This design comes from an exercise in tuning for small area and a short achievable clock period on the open sky130 flow, not from production work. RTL that was checked went through simulation tests only; none was proved equivalent to the original. Power is estimated from default activity; no workload was simulated.

Setup of run 1:
==> module fir_mul3, before the edit <==
module fir_mul3(d, v);
  input [7:0] d;
  output [9:0] v;
 wire [9:0] g0 = {2'd0, d} & {1'd0, d, 1'b0};
 wire [9:0] p0 = {2'd0, d} ^ {1'd0, d, 1'b0};
 wire G1 = g0[1] | (p0[1] & g0[0]);
 wire P1 = p0[1] & p0[0];
 wire G2 = g0[3] | (p0[3] & g0[2]);
 wire P2 = p0[3] & p0[2];
 wire G3 = g0[5] | (p0[5] & g0[4]);
 wire P3 = p0[5] & p0[4];
 wire G4 = g0[7] | (p0[7] & g0[6]);
 wire P4 = p0[7] & p0[6];
 wire G5 = g0[9] | (p0[9] & g0[8]);
 wire P5 = p0[9] & p0[8];
 wire G6 = G2 | (P2 & G1);
 wire P6 = P2 & P1;
 wire G7 = G4 | (P4 & G3);
 wire P7 = P4 & P3;
 wire G8 = G7 | (P7 & G6);
 wire P8 = P7 & P6;
 wire G9 = g0[2] | (p0[2] & G1);
 wire P9 = p0[2] & P1;
 wire G10 = g0[4] | (p0[4] & G6);
 wire P10 = p0[4] & P6;
 wire G11 = G3 | (P3 & G6);
 wire P11 = P3 & P6;
 wire G12 = g0[6] | (p0[6] & G11);
 wire P12 = p0[6] & P11;
 wire G13 = g0[8] | (p0[8] & G8);
 wire P13 = p0[8] & P8;
 wire G14 = G5 | (P5 & G8);
 wire P14 = P5 & P8;
  assign v = {(p0[9] ^ G13), (p0[8] ^ G8), (p0[7] ^ G12), (p0[6] ^ G11), (p0[5] ^ G10), (p0[4] ^ G6), (p0[3] ^ G9), (p0[2] ^ G1), (p0[1] ^ g0[0]), p0[0]};
endmodule
==> module fir_gt8, before the edit <==
module fir_gt8(a, r, gt);
  input [7:0] a, r;
  output gt;
  wire [7:0] g = a & r;
  wire [7:0] t = a | r;
  wire G10 = g[1] | (t[1] & g[0]);
  wire T10 = t[1] & t[0];
  wire G32 = g[3] | (t[3] & g[2]);
  wire T32 = t[3] & t[2];
  wire G54 = g[5] | (t[5] & g[4]);
  wire T54 = t[5] & t[4];
  wire G76 = g[7] | (t[7] & g[6]);
  wire T76 = t[7] & t[6];
  wire G30 = G32 | (T32 & G10);
  wire G74 = G76 | (T76 & G54);
  wire T74 = T76 & T54;
  assign gt = G74 | (T74 & G30);
endmodule
clock: 11.0 ns
lec_check: 0
cap_margin: 20
core_margin: 2
core_utilization: 40
cts_buf_list: sky130_fd_sc_hd__clkbuf_8 sky130_fd_sc_hd__clkbuf_16
cts_cluster_diameter: 80
cts_cluster_size: 32
slew_margin: 20
synth_hierarchical: 1
standard.sh (not shown) runs the stock make flow with config.mk's settings and CLKGATE_MAP_FILE= SYNTH_SCRIPT=/design/flow/synth_recipe.tcl, a recipe that flattens the netlist after the stock synthesis.
==> flow/flow/run.sh <==
#!/bin/bash
set -euo pipefail
export BUFFER_PORTS_ARGS="-buffer_cell sky130_fd_sc_hd__buf_4"
export CTS_ARGS="-sink_clustering_enable -repair_clock_nets -sink_clustering_size 32 -sink_clustering_max_diameter 80 -buf_list {sky130_fd_sc_hd__clkbuf_8 sky130_fd_sc_hd__clkbuf_16} -dont_use_dummy_load"
bash standard.sh finish > layout.log 2>&1
Run 1: all stages complete, timing, DRC and antenna checks passed
Here is what was changed in the inputs of run 2 compared with run 1.
diff --git a/flow/design.v b/flow/design.v
--- a/flow/design.v
+++ b/flow/design.v
@@ -965,37 +965,7 @@
 module fir_mul3(d, v);
   input [7:0] d;
   output [9:0] v;
- wire [9:0] g0 = {2'd0, d} & {1'd0, d, 1'b0};
- wire [9:0] p0 = {2'd0, d} ^ {1'd0, d, 1'b0};
- wire G1 = g0[1] | (p0[1] & g0[0]);
- wire P1 = p0[1] & p0[0];
- wire G2 = g0[3] | (p0[3] & g0[2]);
- wire P2 = p0[3] & p0[2];
- wire G3 = g0[5] | (p0[5] & g0[4]);
- wire P3 = p0[5] & p0[4];
- wire G4 = g0[7] | (p0[7] & g0[6]);
- wire P4 = p0[7] & p0[6];
- wire G5 = g0[9] | (p0[9] & g0[8]);
- wire P5 = p0[9] & p0[8];
- wire G6 = G2 | (P2 & G1);
- wire P6 = P2 & P1;
- wire G7 = G4 | (P4 & G3);
- wire P7 = P4 & P3;
- wire G8 = G7 | (P7 & G6);
- wire P8 = P7 & P6;
- wire G9 = g0[2] | (p0[2] & G1);
- wire P9 = p0[2] & P1;
- wire G10 = g0[4] | (p0[4] & G6);
- wire P10 = p0[4] & P6;
- wire G11 = G3 | (P3 & G6);
- wire P11 = P3 & P6;
- wire G12 = g0[6] | (p0[6] & G11);
- wire P12 = p0[6] & P11;
- wire G13 = g0[8] | (p0[8] & G8);
- wire P13 = p0[8] & P8;
- wire G14 = G5 | (P5 & G8);
- wire P14 = P5 & P8;
-  assign v = {(p0[9] ^ G13), (p0[8] ^ G8), (p0[7] ^ G12), (p0[6] ^ G11), (p0[5] ^ G10), (p0[4] ^ G6), (p0[3] ^ G9), (p0[2] ^ G1), (p0[1] ^ g0[0]), p0[0]};
+  assign v = {2'd0, d} + {1'd0, d, 1'b0};
 endmodule
 module fir_addlo(r, d, y);
   input [8:0] r;
@@ -1015,20 +985,7 @@
 module fir_gt8(a, r, gt);
   input [7:0] a, r;
   output gt;
-  wire [7:0] g = a & r;
-  wire [7:0] t = a | r;
-  wire G10 = g[1] | (t[1] & g[0]);
-  wire T10 = t[1] & t[0];
-  wire G32 = g[3] | (t[3] & g[2]);
-  wire T32 = t[3] & t[2];
-  wire G54 = g[5] | (t[5] & g[4]);
-  wire T54 = t[5] & t[4];
-  wire G76 = g[7] | (t[7] & g[6]);
-  wire T76 = t[7] & t[6];
-  wire G30 = G32 | (T32 & G10);
-  wire G74 = G76 | (T76 & G54);
-  wire T74 = T76 & T54;
-  assign gt = G74 | (T74 & G30);
+  assign gt = a > ~r;
 endmodule
 module fir_ones7(a, k);
   input [6:0] a;
--- outcome ---
- Summary — sequential share of layout area, run 2 relative to run 1: lower, by 0.38 points.
- Utilization in run 2 vs run 1: up 0.22 points
- | first-pass GRT wire length | higher: run 2 |
- Run 1 has a lower combinational power than run 2.
- Run 2 ends up with lower met3 usage in global routing than run 1 does.
- Run 1 ended up with T[5]$_SDFF_PP0_ as its first element of the critical path; run 2 ended up with Q[0]$_SDFF_PP0_.
- The final reports for run 2 and run 1 show floorplan die area higher in the former.
- Re synthesized area: run 2 is 0.83% up on run 1.
- Between run 1 and run 2, the worst setup slack is lower for run 2.
- Total of plain and repair buffers excluding clock buffers across run 1 and run 2: no real change.
- Compared run 1 against run 2; length of routed wiring on met1 within noise.
- Delta(cell area, run 2 - run 1) > 0
- From run 1 to run 2 the numbers moved as follows: die boundary height moved up; area of the core up 0.47%; largest fanout on the critical path saw an increase.
No functional check of the RTL was part of run 2.


Another version of the RTL of fir_low_pass_filter (not shown whole).
For scale: ~1300 cells after synthesis, about 26 I/O pins, ~16000 um2 of cells after synthesis.
Design fir_low_pass_filter, start of the top module:
module fir_low_pass_filter(Data_out, Data_in, clk, rst);
  output [15:0] Data_out;
  input [7:0] Data_in;
  input clk, rst;
  reg [7:0] x1;
  reg [7:0] x2;
  reg [7:0] x3;
  reg [7:0] x4;
  reg [7:0] x5;
  reg [7:0] x6;
  reg [7:0] x7;
  reg [7:0] x8;
  reg [7:0] x9;
  reg [7:0] x10;
  reg [7:0] x11;
  reg [7:0] x12;
  reg [7:0] x13;
  reg [7:0] x14;
  reg [7:0] x15;
  reg [7:0] x16;
  reg [7:0] x17;
  reg [7:0] x18;
  reg [7:0] x19;
  reg [7:0] x20;
  reg [7:0] x21;
  reg [7:0] x22;
  reg [7:0] x23;
  reg [7:0] x24;
  reg [7:0] x25;
  reg [7:0] x26;
  reg [14:0] P2a;
  reg [13:0] P2b;
  reg [12:0] P2c;
  reg [15:0] Pa;
  reg [15:0] Pb;
  reg [15:0] Q;
  reg [9:0] V;
  reg [8:0] Y;
  reg [6:0] YH;
  reg [6:0] T;
  wire hs1, hc1;
  fir_ha u_ha1 (.a(x12[0]), .b(x12[3]), .s(hs1), .co(hc1));
  wire fs2, fc2;
  fir_fa u_fa2 (.a(x12[0]), .b(x12[1]), .c(x12[4]), .s(fs2), .co(fc2));
  wire fs3, fc3;
  fir_fa u_fa3 (.a(x14[0]), .b(x23[3]), .c(x25[4]), .s(fs3), .co(fc3));
  wire fs4, fc4;
  fir_fa u_fa4 (.a(x10[0]), .b(x10[2]), .c(x10[3]), .s(fs4), .co(fc4));
  wire hs5, hc5;
  fir_ha u_ha5 (.a(x25[5]), .b(x9[0]), .s(hs5), .co(hc5));
  wire fs6, fc6;
  fir_fa u_fa6 (.a(x12[1]), .b(x12[2]), .c(x12[5]), .s(fs6), .co(fc6));
  wire fs7, fc7;
  fir_fa u_fa7 (.a(x14[1]), .b(x23[4]), .c(x25[5]), .s(fs7), .co(fc7));
  wire fs8, fc8;
  fir_fa u_fa8 (.a(x10[1]), .b(x10[3]), .c(x10[4]), .s(fs8), .co(fc8));
  wire fs9, fc9;
  fir_fa u_fa9 (.a(x11[1]), .b(x11[2]), .c(x11[5]), .s(fs9), .co(fc9));
  wire fs10, fc10;
  ...
export LEC_CHECK = 0
export CAP_MARGIN = 20
export CORE_MARGIN = 2
export CORE_UTILIZATION = 40
export CTS_BUF_LIST = sky130_fd_sc_hd__clkbuf_8 sky130_fd_sc_hd__clkbuf_16
export CTS_CLUSTER_DIAMETER = 80
export CTS_CLUSTER_SIZE = 32
export SLEW_MARGIN = 20
export SYNTH_HIERARCHICAL = 1
create_clock -name core_clock -period 11.0 [get_ports {clk}]
Scripts as last shown in full above: flow/flow/run.sh
Edit:
--- a/flow/design.v
+++ b/flow/design.v
@@ -528,34 +528,34 @@
   wire hs244, hc244;
   fir_han u_ha244 (.a(Pa[11]), .b(Pb[11]), .s(hs244), .co(hc244));
   wire hs245, hc245;
   fir_han u_ha245 (.a(Pa[12]), .b(Pb[12]), .s(hs245), .co(hc245));
   wire hs246, hc246;
   fir_han u_ha246 (.a(Pa[13]), .b(Pb[13]), .s(hs246), .co(hc246));
   wire hs247, hc247;
   fir_han u_ha247 (.a(Pa[14]), .b(Pb[14]), .s(hs247), .co(hc247));
   wire hs248, hc248;
   fir_han u_ha248 (.a(Pa[15]), .b(Pb[15]), .s(hs248), .co(hc248));
   wire [15:0] Q_sum;
   fir_add16 u_Q_add (.a({hc247, hc246, hc245, hc244, hs244, ~fc242, ~fc241, ~fc240, ~fc239, ~fc238, ~fc237, fc236, hc235, ~x1[0], ~Pa[1], Pa[0]}), .b({hs248, hs247, hs246, hs245, ~fc243, ~fs243, ~fs242, ~fs241, ~fs240, ~fs239, ~fs238, ~fs237, fs236, hs235, ~Pb[1], ~Pb[0]}), .s(Q_sum));
+  wire [15:0] R;
   wire [9:0] V_n;
   fir_mul3 u_v (.d(Data_in), .v(V_n));
-  wire [15:0] R;
   fir_add16 u_r_add (.a(Q), .b({6'd0, V}), .s(R));
   wire [9:0] L_n;
   wire [6:0] K;
   fir_ones7 u_ones (.a(R[15:9]), .k(K));
   fir_addlo u_lo_add (.r(R[8:0]), .d(Data_in), .y(L_n));
   wire C9;
-  fir_gt8 u_c9 (.a(Data_in), .b(~R[8:1]), .gt(C9));
+  fir_gt8 u_c9 (.a(Data_in), .r(R[8:1]), .gt(C9));
   wire rst_n;
   fir_inv u_rst_n (.a(rst), .y(rst_n));
   reg rq, rqn;
   always @(posedge clk) begin
     rq <= rst;
     rqn <= ~rst;
   end
   always @(posedge clk) begin
     if (rst) begin
       V[0] <= 1'h0;
       V[1] <= 1'h0;
       V[2] <= 1'h0;
@@ -956,44 +956,74 @@
  wire G26 = g0[14] | (p0[14] & G25);
  wire P26 = p0[14] & P25;
   assign s = {(p0[15] ^ G26), (p0[14] ^ G25), (p0[13] ^ G24), (p0[12] ^ G23), (p0[11] ^ G22), (p0[10] ^ G21), (p0[9] ^ G20), (p0[8] ^ G13), (p0[7] ^ G19), (p0[6] ^ G18), (p0[5] ^ G17), (p0[4] ^ G9), (p0[3] ^ G16), (p0[2] ^ G1), (p0[1] ^ g0[0]), p0[0]};
 endmodule
 module fir_inv(a, y);
   input a;
   output y;
   assign y = ~a;
 endmodule
 module fir_mul3(d, v);
   input [7:0] d;
   output [9:0] v;
-  assign v = {2'd0, d} + {1'd0, d, 1'b0};
+ wire [9:0] g0 = {2'd0, d} & {1'd0, d, 1'b0};
+ wire [9:0] p0 = {2'd0, d} ^ {1'd0, d, 1'b0};
+ wire G1 = g0[1] | (p0[1] & g0[0]);
+ wire P1 = p0[1] & p0[0];
+ wire G2 = g0[3] | (p0[3] & g0[2]);
+ wire P2 = p0[3] & p0[2];
+ wire G3 = g0[5] | (p0[5] & g0[4]);
+ wire P3 = p0[5] & p0[4];
+ wire G4 = g0[7] | (p0[7] & g0[6]);
+ wire P4 = p0[7] & p0[6];
+ wire G5 = g0[9] | (p0[9] & g0[8]);
+ wire P5 = p0[9] & p0[8];
+ wire G6 = G2 | (P2 & G1);
+ wire P6 = P2 & P1;
+ wire G7 = G4 | (P4 & G3);
+ wire P7 = P4 & P3;
+ wire G8 = G7 | (P7 & G6);
+ wire P8 = P7 & P6;
+ wire G9 = g0[2] | (p0[2] & G1);
+ wire P9 = p0[2] & P1;
+ wire G10 = g0[4] | (p0[4] & G6);
+ wire P10 = p0[4] & P6;
+ wire G11 = G3 | (P3 & G6);
+ wire P11 = P3 & P6;
+ wire G12 = g0[6] | (p0[6] & G11);
+ wire P12 = p0[6] & P11;
+ wire G13 = g0[8] | (p0[8] & G8);
+ wire P13 = p0[8] & P8;
+ wire G14 = G5 | (P5 & G8);
+ wire P14 = P5 & P8;
+  assign v = {(p0[9] ^ G13), (p0[8] ^ G8), (p0[7] ^ G12), (p0[6] ^ G11), (p0[5] ^ G10), (p0[4] ^ G6), (p0[3] ^ G9), (p0[2] ^ G1), (p0[1] ^ g0[0]), p0[0]};
 endmodule
 module fir_addlo(r, d, y);
   input [8:0] r;
   input [7:0] d;
   output [9:0] y;
   assign y = {1'b0, r} + {1'b0, d, 1'b0};
 endmodule
 module fir_addlot(r, d, k, y, t);
   input [8:0] r;
   input [7:0] d;
   input [6:0] k;
   output [9:0] y;
   output [6:0] t;
   assign y = {1'b0, r} + {1'b0, d, 1'b0};
   assign t = {7{y[9]}} & k;
 endmodule
-module fir_gt8(a, b, gt);
-  input [7:0] a, b;
+module fir_gt8(a, r, gt);
+  input [7:0] a, r;
   output gt;
-  assign gt = a > b;
+  assign gt = a > ~r;
 endmodule
 module fir_ones7(a, k);
   input [6:0] a;
   output [6:0] k;
   assign k = {&a[5:0], &a[4:0], &a[3:0], &a[2:0], &a[1:0], a[0], 1'b1};
 endmodule
 module fir_inc7(a, y);
   input [6:0] a;
   output [6:0] y;
   assign y = a + 7'd1;
 endmodule
The new run went through all stages and came out clean.
Power is lower by 1.8%.
Final area is lower by 1.1%.
Worst hold slack is better by 0.0063 ns.
Global-route usage is lower by 0.20 points.
First-iteration DRC count is lower by 22%.
Synthesized area is lower by 0.87%.
Via count is lower by 2.5%.
Fmax is lower by 1.7%.
No functional check of the RTL was part of the second run of this note.

[port drivers added, routing unchanged]
The results above use ideal ports. As a check the final layouts listed here were re-extracted and re-timed, cells and wires unchanged.
Step 1: set_driving_cell puts a clkbuf_16 on clk and a buf_2 on each other input, an assumption about the parent block.
Step 2 adds t to the input delays and takes it off the output delays; t is the mean of the earliest and latest rising clock arrival at the registers after step 1. Input paths then give back, and output paths get back, about the clock's delay inside the block.
Three values: ideal ports, drivers, drivers and shift; two values: the first two.
| run | t, ns | setup WS [ns] | worst setup path at the end | slew at the worst register clock pin (ns) | cell pins on the clock port's net |
|---|---|---|---|---|---|
| run 1 | 0.566 | 7.689 / 7.638 / 7.159 | input to register | 0.11 / 0.11 | 1 |
| run 2 | 0.552 | 7.601 / 7.590 / 7.181 | input to register | 0.11 / 0.11 | 1 |
| the first run of note 2 | 0.562 | 7.633 / 7.602 / 7.205 | input to register | 0.11 / 0.11 | 1 |
| the second run of note 2 | 0.545 | 7.575 / 7.575 / 7.174 | input to register | 0.11 / 0.11 | 1 |
After both steps every run listed still meets setup and hold. For run 1, which loses most, drivers alone change the setup slack by -0.051 ns; drivers and shift together by -0.530 ns.
